Context: an optimization exercise on an open-source flow, tuned for small area and a short achievable clock period. The choices shown serve that exercise and are no tape-out recipe. Only simulation tests tie the RTL to the original design; equivalence was not proved. Power is estimated from default activity; no workload was simulated.

## fp_add
module fp_add (
  input  logic        clk,
  input  logic        rst,
  input  logic        in_vld,
  input  logic [31:0] a,
  input  logic [31:0] b,
  output logic        sum_vld,
  output logic [31:0] sum
);
Size: ~230 flip-flops, about 0.011 mm^2 of cells after synthesis.
export LEC_CHECK = 0
export ABC_AREA = 1
export CAP_MARGIN = 20
export CORE_MARGIN = 2
export CORE_UTILIZATION = 40
export CTS_BUF_LIST = sky130_fd_sc_hd__clkbuf_4 sky130_fd_sc_hd__clkbuf_8
export CTS_CLUSTER_DIAMETER = 50
export CTS_CLUSTER_SIZE = 16
export PLACE_DENSITY = 0.6
export SETUP_SLACK_MARGIN = 1.6
export SLEW_MARGIN = 20
create_clock -name core_clock -period 3.5 [get_ports {clk}]
standard.sh (not shown) runs the stock make flow with config.mk's settings and CLKGATE_MAP_FILE= SYNTH_SCRIPT=/design/flow/synth_recipe.tcl, a recipe that flattens the netlist after the stock synthesis.
==> flow/flow/run.sh <==
#!/bin/bash
# The standard layout, with the ports buffered by the smallest plain buffer
# (buf_1) instead of the delay buffer ORFS picks by default.
set -euo pipefail
bash standard.sh BUFFER_PORTS_ARGS="-buffer_cell sky130_fd_sc_hd__buf_1" finish > standard.log 2>&1
The first run completed with no timing, DRC or antenna violations.
Then changed:
Settings changed: SETUP_SLACK_MARGIN 1.6 to 1.4.
What happened: Worst setup slack loses 0.045 ns; clock skew is higher by 0.018 ns; fmax came out lower by 2.2%.

---

run A:
fp_add, a different RTL version from the one above (not shown whole).
Size in the first run: ~1400 cells after synthesis, ~230 flip-flops.
==> flow/design.v (excerpt) <==
module fp_add (
  input  logic        clk,
  input  logic        rst,
  input  logic        in_vld,
  input  logic [31:0] a,
  input  logic [31:0] b,
  output logic        sum_vld,
  output logic [31:0] sum
);
==> flow/config.mk <==
export PLATFORM = sky130hd
export DESIGN_NAME = fp_add
export DESIGN_NICKNAME = fp_add
export VERILOG_FILES = /design/flow/design.v
export SDC_FILE = /design/flow/constraint.sdc
export NUM_CORES = 4
export LEC_CHECK = 0
export ABC_AREA = 1
export CAP_MARGIN = 20
export CORE_MARGIN = 2
export CORE_UTILIZATION = 40
export CTS_CLUSTER_DIAMETER = 80
export CTS_CLUSTER_SIZE = 30
export PLACE_DENSITY = 0.6
export SETUP_SLACK_MARGIN = 1.0
export SLEW_MARGIN = 20
==> flow/constraint.sdc <==
create_clock -name core_clock -period 3.5 [get_ports {clk}]
set_input_delay 0.7000 -clock core_clock [delete_from_list [all_inputs] [get_ports {clk}]]
set_output_delay 0.7000 -clock core_clock [all_outputs]
set_load 0.01 [all_outputs]
Scripts as last shown in full above: flow/flow/run.sh
diff inputs: run A => run B
Settings: SETUP_SLACK_MARGIN changed from 1.0 to 1.3.
### Flow results
Run B ended up with u3[21] as its launch point of the critical path; run A ended up with a[23]. Across both runs, count of buffering cells on the critical path with inverters included was lower for run B than for run A. Diff run A -> run B: worst setup slack picked up an extra 0.16 ns; post-route standard cell area excluding fillers up 5.0%; power increased by 5.7% relative to the old numbers.
Modified inputs, run C compared to run B
Settings: a change of PLACE_DENSITY from 0.6 to 0.75; a change of CORE_UTILIZATION from 40 to 60; a deleted ABC_AREA that had been 1; a change of SETUP_SLACK_MARGIN from 1.3 to 1.0.
In run C the distinct cell type count after synthesis turned out about 40% higher than in run B.
In run C relative to run B, maximum frequency had gone down by more than 10%.
Comparing run B and run C, multi-input combinational cell area is lower on run C.
A most common library cell in the layout ignoring fill and taps of sky130_fd_sc_hd__dfxtp_1 is what run C shows, while sky130_fd_sc_hd__nand2_1 belongs to run B.
[compare] base=run B new=run C: areal power density over the cells -about 2.3%; count of inverters not on the clock network in the layout moved down.
Area of all placed cells without fillers was higher in the run labelled run B.
Net count reported at finish, run B and run C: larger value in run B
Comparing run B against run C, there is no change at all in sequential cell count.
Comparing run B and run C, portion of the layout cell area used by clock cells is lower on run C.
The fraction of area in multi-input gates in run C sits 1.9 points above the value recorded for run B.
Setup WNS run B -> run C: worse
Combinational family with the most area after synthesis = multiplexers: run C; combinational family with the most area after synthesis = simple AND/OR/NAND/NOR gates: run B
What run D does differently from run C at the input level:
Settings: swapping 1.0 for 1.2 in SETUP_SLACK_MARGIN; swapping 60 for 40 in CORE_UTILIZATION; swapping 0.75 for 0.6 in PLACE_DENSITY; putting ABC_AREA at 1 where nothing was set.
Findings:
Compared with run C, in run D reported net switching power rose by 16%; via count normalized by instance count fell by about 15%. Taking run C as the reference, in run D sequential power lost about 5%; total power draw picked up an extra 8.6%; final period utilization lost 6.7 points; global-route wire length before repair picked up an extra 16%.
diff inputs: run D => run E
Settings: SETUP_SLACK_MARGIN: 1.2 -> 1.3; ABC_AREA: 1 -> unset.
Notes after the runs:
Run D went all the way through synthesis, placement and routing and the layout is clean on timing, DRC and antenna. Run E: all stages complete, timing, DRC and antenna checks passed. From run D to run E the numbers moved as follows: arrival time reported for the critical path endpoint higher; post-synthesis to final-layout area growth now larger; die footprint went down by about 2.6%; portion of the clock cycle consumed by the worst path in the final layout went up 3.8 points; global-route wire length before repair lower. Non-clock buffer count in the final layout (lower): run D. Compared with run D, cell area in run E increased by a few percent. Between run D and run E, the starting density of the core is lower for run D.

-- port drivers added, routing unchanged --
Ports are ideal in the flow. The routed layouts listed here were re-timed in OpenROAD.
Step 1 assumes that a clkbuf_16 drives the clock port and a buf_2 every other input.
Step 2 moves the port delays by t, midway between the first and last clock arrival at a register: inputs arrive t later, outputs are due t later. That takes back most of the time a late clock gives input paths.
Three values: ideal ports, drivers, drivers and shift; two values: the first two.
| run | shift t [ns] | setup slack, ns | hold WS [ns] | clock arrival spread, ns | worst data-port slew with drivers (ns) |
|---|---|---|---|---|---|
| the first run of note 1 | 0.603 | 1.554 / 1.554 / 1.051 | 0.310 / 0.288 / 0.322 | 0.017 / 0.017 | 0.04 |
| the second run of note 1 | 0.585 | 1.509 / 1.532 / 0.946 | 0.318 / 0.301 / 0.318 | 0.033 / 0.033 | 0.04 |
| run A | 0.520 | 1.179 / 1.205 / 0.685 | 0.334 / 0.334 / 0.334 | 0.017 / 0.017 | 0.04 |
| run B | 0.526 | 1.338 / 1.338 / 0.902 | 0.322 / 0.322 / 0.322 | 0.019 / 0.019 | 0.04 |
| run C | 0.510 | 1.031 / 1.031 / 0.593 | 0.326 / 0.326 / 0.326 | 0.014 / 0.014 | 0.04 |
| run D | 0.528 | 1.264 / 1.264 / 0.792 | 0.325 / 0.325 / 0.325 | 0.021 / 0.021 | 0.03 |
| run E | 0.530 | 1.133 / 1.130 / 0.599 | 0.329 / 0.329 / 0.329 | 0.031 / 0.031 | 0.06 |
After both steps setup and hold are still met in every run listed. For the second run of note 1, which loses most, drivers alone change the setup slack by +0.023 ns; drivers and shift together by -0.563 ns.
